This design comes from an exercise in tuning for small area on the open sky130 flow, not from production work.
Function was checked by simulation only, so behaviour that the tests miss may differ from the original.
The clock port is modelled as an ideal driver; clocking choices that lean on that would not hold on a real chip.
Power figures rest on the tool's default switching activity, not on a simulated workload.

// top
module top(
    input               sys_clk, sys_rst_n                  ,
    input               tim_psel, tim_pwrite, tim_penable   ,
    input   [31 : 0]    tim_paddr                           ,
    input   [31 : 0]    tim_pwdata                          ,
    output  [31 : 0]    tim_prdata                          ,
    input   [3 :  0]    tim_pstrb                           ,
    output              tim_pready                          ,
    output              tim_pslverr                         ,
    output              tim_int                             ,
    input               dbg_mode
);
==> flow/config.mk <==
export PLATFORM = sky130hd
export DESIGN_NAME = top
export DESIGN_NICKNAME = top
export VERILOG_FILES = /design/flow/design.v
export SDC_FILE = /design/flow/constraint.sdc
export NUM_CORES = 4
export LEC_CHECK = 0
export CAP_MARGIN = 20
export CORE_MARGIN = 2
export CORE_UTILIZATION = 40
export SLEW_MARGIN = 20
==> flow/constraint.sdc <==
create_clock -name core_clock -period 6.0 [get_ports {sys_clk}]
set_input_delay 1.2000 -clock core_clock [delete_from_list [all_inputs] [get_ports {sys_clk}]]
set_output_delay 1.2000 -clock core_clock [all_outputs]
set_load 0.01 [all_outputs]
standard.sh (not shown) runs the stock make flow with config.mk's settings and CLKGATE_MAP_FILE= SYNTH_SCRIPT=/design/flow/synth_recipe.tcl, a recipe that flattens the netlist after the stock synthesis.
==> flow/flow/run.sh <==
#!/bin/bash
# The standard layout with: ABC area recovery in synthesis (same registers and
# names), plain buf_1 port buffers, and a clkbuf_4 clock tree whose heavily loaded
# leaf buffers are upsized after CTS.
set -euo pipefail
W=$PWD
export ALT_ABC_SCRIPT=$W/flow/abc_alt.script
export FLOW_SYNTH_TCL=$W/synth_recipe.tcl
bash standard.sh \
  "SYNTH_SCRIPT=$W/flow/synth_alt.tcl" \
  "BUFFER_PORTS_ARGS=-buffer_cell sky130_fd_sc_hd__buf_1" \
  "CTS_ARGS=-sink_clustering_enable -repair_clock_nets -root_buf sky130_fd_sc_hd__clkbuf_16 -buf_list sky130_fd_sc_hd__clkbuf_4 -dont_use_dummy_load" \
  "POST_CTS_TCL=$W/flow/cts_post.tcl" \
  finish > standard.log 2>&1
==> flow/flow/abc_alt.script <==
&get -n
&st
&dch
&nf -R 1000
&st
&syn2
&if -g -K 6
&synch2
&nf -R 1000
&st
&syn2
&if -g -K 6
&synch2
&nf -R 1000
&st
&syn2
&if -g -K 6
&synch2
&nf -R 1000
&st
&syn2
&if -g -K 6
&synch2
&nf -R 1000
&st
&syn2
&if -g -K 6
&synch2
&nf -R 1000
&put
buffer -c
topo
stime -c

dnsize -c
==> flow/flow/cts_post.tcl <==
estimate_parasitics -placement
set upsized 0
foreach inst [[ord::get_db_block] getInsts] {
  if {[[$inst getMaster] getName] ne "sky130_fd_sc_hd__clkbuf_4"} { continue }
  if {![string match "clkbuf_*" [$inst getName]]} { continue }
  set net [[$inst findITerm X] getNet]
  if {$net eq "NULL"} { continue }
  set fanout 0
  set worst 0.0
  foreach it [$net getITerms] {
    if {[$it isOutputSignal]} { continue }
    incr fanout
    set pin [get_pins "[[$it getInst] getName]/[[$it getMTerm] getName]"]
    set s [get_property $pin slew_max]
    if {$s > $worst} { set worst $s }
  }
  if {$fanout >= 10 || $worst > 0.095} {
    puts "cts_post: upsizing [$inst getName] (fanout $fanout, slew $worst)"
    replace_cell [$inst getName] sky130_fd_sc_hd__clkbuf_8
    incr upsized
  }
}
puts "cts_post: upsized $upsized clock buffers"
if {$upsized} {
  detailed_placement
  check_placement -verbose
  estimate_parasitics -placement
}
==> flow/flow/synth_alt.tcl <==
# The standard flow's synthesis script unchanged, except that ABC runs flow/abc_alt.script
# (ORFS's speed script with more area recovery in &nf and without upsize -c).
proc abc {args} {
  set i [lsearch $args -script]
  if {$i >= 0} { lset args [expr {$i + 1}] $::env(ALT_ABC_SCRIPT) }
  yosys abc {*}$args
}
source $::env(FLOW_SYNTH_TCL)
The starting point passed the timing, DRC and antenna checks.
==> next run, changes <==
==> flow/flow/abc_alt.script (replaced) <==
&get -n
&st
&dch
&nf -R 1000
&st
&deepsyn -J 100 -T 120
&st
&syn2
&if -g -K 6
&synch2
&nf -R 1000
&st
&syn2
&if -g -K 6
&synch2
&nf -R 1000
&put
topo
stime -c
dnsize -c
--- a/flow/flow/cts_post.tcl
+++ b/flow/flow/cts_post.tcl
@@ -17 +17 @@
-  if {$fanout >= 10 || $worst > 0.095} {
+  if {$worst > 0.110} {
--- a/flow/flow/synth_alt.tcl
+++ b/flow/flow/synth_alt.tcl
@@ -2 +2 @@
-# (ORFS's speed script with more area recovery in &nf and without upsize -c).
+# (area-oriented: &deepsyn, stopped after 100 steps without gain, between &nf mappings with extra area recovery; no buffer -c or upsize -c).
CORE_UTILIZATION = 65   (was 40)
The changed run completed with no timing, DRC or antenna violations. Area after synthesis came out lower by 3.4%. Global-route usage came out higher by 18 points. First-iteration DRC count came out higher by 100%. Worst setup slack degrades by 0.27 ns. Clock power came out lower by 10%. Routed wire length came out higher by 6.8%. Power came out lower by 3.9%. Final cell count came out lower by 9.6%. Combinational power came out lower by 8.5%. Count of clock-buffer cells in the layout does not change. Synthesized cell count came out lower by 4.3%.
==> next run, changes <==
==> flow/flow/run.sh (replaced) <==
#!/bin/bash
set -euo pipefail
bash standard.sh \
  "BUFFER_PORTS_ARGS=-buffer_cell sky130_fd_sc_hd__buf_1" \
  "CTS_ARGS=-sink_clustering_enable -repair_clock_nets -root_buf sky130_fd_sc_hd__clkbuf_8 -buf_list sky130_fd_sc_hd__clkbuf_8 -dont_use_dummy_load" \
  finish > standard.log 2>&1
CORE_UTILIZATION = 40   (was 65)
removed: flow/flow/abc_alt.script
removed: flow/flow/cts_post.tcl
removed: flow/flow/synth_alt.tcl
The new run finished clean.
Routed wire length barely changes.
Die area rose by well over a third.
Synthesized cell count came out higher by a little under a tenth.
Setup slack degrades by 0.053 ns.
Via count came out lower by a little under a tenth.
Non-clock buffer count goes up by 3.
==> next run, changes <==
==> flow/flow/run.sh (replaced) <==
#!/bin/bash
# The standard layout with: ABC area recovery in synthesis (same registers and
# names), plain buf_1 port buffers, and a clkbuf_4 clock tree whose heavily loaded
# leaf buffers are upsized after CTS.
set -euo pipefail
W=$PWD
export ALT_ABC_SCRIPT=$W/flow/abc_alt.script
export FLOW_SYNTH_TCL=$W/synth_recipe.tcl
bash standard.sh \
  "SYNTH_SCRIPT=$W/flow/synth_alt.tcl" \
  "BUFFER_PORTS_ARGS=-buffer_cell sky130_fd_sc_hd__buf_1" \
  "CTS_ARGS=-sink_clustering_enable -repair_clock_nets -root_buf sky130_fd_sc_hd__clkbuf_16 -buf_list sky130_fd_sc_hd__clkbuf_4 -dont_use_dummy_load" \
  "POST_CTS_TCL=$W/flow/cts_post.tcl" \
  finish > standard.log 2>&1
==> flow/flow/abc_alt.script (new file) <==
&get -n
&st
&dch
&nf -R 1000
&st
&deepsyn -J 100 -T 120
&st
&syn2
&if -g -K 6
&synch2
&nf -R 1000
&st
&syn2
&if -g -K 6
&synch2
&nf -R 1000
&put
topo
stime -c
dnsize -c
==> flow/flow/cts_post.tcl (new file) <==
estimate_parasitics -placement
set upsized 0
foreach inst [[ord::get_db_block] getInsts] {
  if {[[$inst getMaster] getName] ne "sky130_fd_sc_hd__clkbuf_4"} { continue }
  if {![string match "clkbuf_*" [$inst getName]]} { continue }
  set net [[$inst findITerm X] getNet]
  if {$net eq "NULL"} { continue }
  set fanout 0
  set worst 0.0
  foreach it [$net getITerms] {
    if {[$it isOutputSignal]} { continue }
    incr fanout
    set pin [get_pins "[[$it getInst] getName]/[[$it getMTerm] getName]"]
    set s [get_property $pin slew_max]
    if {$s > $worst} { set worst $s }
  }
  if {$worst > 0.110} {
    puts "cts_post: upsizing [$inst getName] (fanout $fanout, slew $worst)"
    replace_cell [$inst getName] sky130_fd_sc_hd__clkbuf_8
    incr upsized
  }
}
puts "cts_post: upsized $upsized clock buffers"
if {$upsized} {
  detailed_placement
  check_placement -verbose
  estimate_parasitics -placement
}
==> flow/flow/synth_alt.tcl (new file) <==
# The standard flow's synthesis script unchanged, except that ABC runs flow/abc_alt.script
# (area-oriented: &deepsyn, stopped after 100 steps without gain, between &nf mappings with extra area recovery; no buffer -c or upsize -c).
proc abc {args} {
  set i [lsearch $args -script]
  if {$i >= 0} { lset args [expr {$i + 1}] $::env(ALT_ABC_SCRIPT) }
  yosys abc {*}$args
}
source $::env(FLOW_SYNTH_TCL)
CAP_MARGIN = 0   (was 20)
SLEW_MARGIN = 0   (was 20)
Result:
- setup slack hardly moves
- cell count shrinks by 1.3%
- hold slack gains 0.014 ns
- final area went down by 4.2%
- count of clock-buffer cells in the layout does not change
- area after synthesis fell by about 7%

---

The RTL this note starts from:
==> flow/design.v <==
module top(
    input               sys_clk, sys_rst_n                  ,
    input               tim_psel, tim_pwrite, tim_penable   ,
    input   [31 : 0]    tim_paddr                           ,
    input   [31 : 0]    tim_pwdata                          ,
    output  [31 : 0]    tim_prdata                          ,
    input   [3 :  0]    tim_pstrb                           ,
    output              tim_pready                          ,
    output              tim_pslverr                         ,
    output              tim_int                             ,
    input               dbg_mode
);
    reg pready_r;
    wire acc = tim_psel & tim_penable;
    always @(posedge sys_clk or negedge sys_rst_n)
        if (!sys_rst_n) pready_r <= 1'b0;
        else            pready_r <= acc & ~pready_r;
    assign tim_pready = pready_r;
    wire wr = pready_r & acc & tim_pwrite;
    wire [11:0] a = tim_paddr[11:0];
    wire        a_ok = ~|{a[11:5], a[1:0]};
    wire [7:0]  sel = {8{a_ok}} & (8'b1 << a[4:2]);
    wire [31:0] wd = tim_pwdata;
    wire [3:0]  be = tim_pstrb;
    reg       timer_en, div_en;
    reg [3:0] div_val;
    wire err = sel[0] & (
                 (timer_en & be[0] & (wd[1] ^ div_en)) |
                 (be[1] & ((wd[11] & |wd[10:8]) | (timer_en & (wd[11:8] != div_val)))));
    assign tim_pslverr = tim_pwrite & err;
    wire tcr_we = wr & sel[0] & ~err;
    always @(posedge sys_clk or negedge sys_rst_n)
        if (!sys_rst_n) begin
            timer_en <= 1'b0;
            div_en   <= 1'b0;
            div_val  <= 4'd1;
        end else if (tcr_we) begin
            if (be[0]) begin timer_en <= wd[0]; div_en <= wd[1]; end
            if (be[1]) div_val <= wd[11:8];
        end
    reg halt_req, int_en;
    always @(posedge sys_clk or negedge sys_rst_n)
        if (!sys_rst_n) begin
            halt_req <= 1'b0;
            int_en   <= 1'b0;
        end else begin
            if (wr & sel[7] & be[0]) halt_req <= wd[0];
            if (wr & sel[5] & be[0]) int_en   <= wd[0];
        end
    wire halt = dbg_mode & halt_req;
    reg       ten_d;
    reg [7:0] pre;
    always @(posedge sys_clk) begin
        ten_d <= timer_en;
        if (!timer_en)           pre <= 8'd0;
        else if (div_en & ~halt) pre <= pre + 8'd1;
    end
    wire [7:0] pmask = ~(8'hff << div_val);
    wire tick = &(pre | ~pmask);
    wire cnt_en = timer_en & ~halt & (~div_en | tick);
    reg  [63:0] cnt;
    wire clear  = ten_d & ~timer_en;
    wire tdr_wr = wr & (sel[1] | sel[2]);
    wire inc    = cnt_en & ~tdr_wr;
    wire [7:0] ld = {8{clear}} | {{4{wr & sel[2]}} & be, {4{wr & sel[1]}} & be};
    wire [31:0] wdc = wd & {32{~clear}};
    wire [63:0] cnt_inc = cnt + {63'd0, inc};
    integer i;
    always @(posedge sys_clk or negedge sys_rst_n)
        if (!sys_rst_n) cnt <= 64'd0;
        else for (i = 0; i < 64; i = i + 1)
            cnt[i] <= ld[i/8] ? wdc[i%32] : cnt_inc[i];
    reg [63:0] cmp;
    wire [7:0] cmp_we = {{4{wr & sel[4]}} & be, {4{wr & sel[3]}} & be};
    always @(posedge sys_clk or negedge sys_rst_n)
        if (!sys_rst_n) cmp <= {64{1'b1}};
        else for (i = 0; i < 64; i = i + 1)
            if (cmp_we[i/8]) cmp[i] <= wd[i%32];
    reg isr;
    always @(posedge sys_clk or negedge sys_rst_n)
        if (!sys_rst_n) isr <= 1'b0;
        else if (wr & sel[6] & wd[0]) isr <= 1'b0;
        else if (cmp == cnt)          isr <= 1'b1;
    assign tim_int = int_en & isr;
    assign tim_prdata =
          ({32{sel[1]}} & cnt[31:0])
        | ({32{sel[2]}} & cnt[63:32])
        | ({32{sel[3]}} & cmp[31:0])
        | ({32{sel[4]}} & cmp[63:32])
        | ({32{sel[0]}} & {20'd0, div_val, 6'd0, div_en, timer_en})
        | {31'd0, sel[5] & int_en}
        | {31'd0, sel[6] & isr}
        | {30'd0, sel[7] & halt, sel[7] & halt_req};
endmodule
==> flow/config.mk <==
export PLATFORM = sky130hd
export DESIGN_NAME = top
export DESIGN_NICKNAME = top
export VERILOG_FILES = /design/flow/design.v
export SDC_FILE = /design/flow/constraint.sdc
export NUM_CORES = 4
export LEC_CHECK = 0
export CAP_MARGIN = 20
export CORE_MARGIN = 2
export CORE_UTILIZATION = 40
export SLEW_MARGIN = 20
==> flow/constraint.sdc <==
create_clock -name core_clock -period 6.0 [get_ports {sys_clk}]
set_input_delay 1.2000 -clock core_clock [delete_from_list [all_inputs] [get_ports {sys_clk}]]
set_output_delay 1.2000 -clock core_clock [all_outputs]
set_load 0.01 [all_outputs]
==> flow/flow/run.sh <==
#!/bin/bash
set -euo pipefail
bash standard.sh \
  "BUFFER_PORTS_ARGS=-buffer_cell sky130_fd_sc_hd__buf_1" \
  "CTS_ARGS=-sink_clustering_enable -repair_clock_nets -buf_list sky130_fd_sc_hd__clkbuf_8" \
  finish > standard.log 2>&1
The first run went through all stages and came out clean.
Then changed:
==> flow/run.sh (new file) <==
#!/bin/bash
# synth_recipe.tcl (not shown) runs the flow's synth.tcl, then flattens the netlist and writes it again
# the make line also repeats each setting of config.mk as NAME=value (left out here)
make -C /OpenROAD-flow-scripts/flow DESIGN_CONFIG=/design/flow/config.mk WORK_HOME=/design/flow/orfs CLKGATE_MAP_FILE= SYNTH_SCRIPT=/design/flow/synth_recipe.tcl finish
removed: flow/flow/run.sh
removed: flow/standard.sh
After rerunning: Worst setup slack got worse by 0.68 ns. Wire length climbs by 0.58%. Final area increases by 8.3%. Utilization goes up by 3.8 points. Sequential share of layout area falls by 3.0 points. Clock skew came out lower by 0.0062 ns. First-iteration DRC count falls by 4.1%. Cell count is about the same.

-- what the ideal ports hide --
Ports are ideal in the flow. The routed layouts listed here were re-timed in OpenROAD. Step 1 sets driving cells, clkbuf_16 on the clock port and buf_2 on the other inputs (assumed; they add their load-dependent delay and slew). Step 2 also shifts input and output timing later by t, the mid clock arrival at the registers, as if the neighbouring blocks saw the same clock. Slacks: ideal / step 1 / step 2; pairs: ideal / step 1.
run | t (ns) | slack for setup (ns) | worst setup path after step 2 | worst data-port slew with drivers (ns)
the first run of note 1 | 0.415 | 1.338 / 1.361 / 0.946 | input to register | 0.04
the second run of note 1 | 0.414 | 1.070 / 1.050 / 0.806 | input to register | 0.03
the third run of note 1 | 0.486 | 1.017 / 0.996 / 0.895 | input to register | 0.07
the fourth run of note 1 | 0.406 | 1.018 / 0.996 / 0.862 | input to register | 0.03
the first run of note 2 | 0.516 | 1.488 / 1.467 / 1.218 | input to register | 0.04
the second run of note 2 | 0.476 | 0.805 / 0.785 / 0.556 | input to register | 0.04
After both steps every run listed still meets setup and hold. The setup slack of the first run of note 1, which loses most, moves by +0.023 ns with the drivers and by -0.392 ns with both steps.
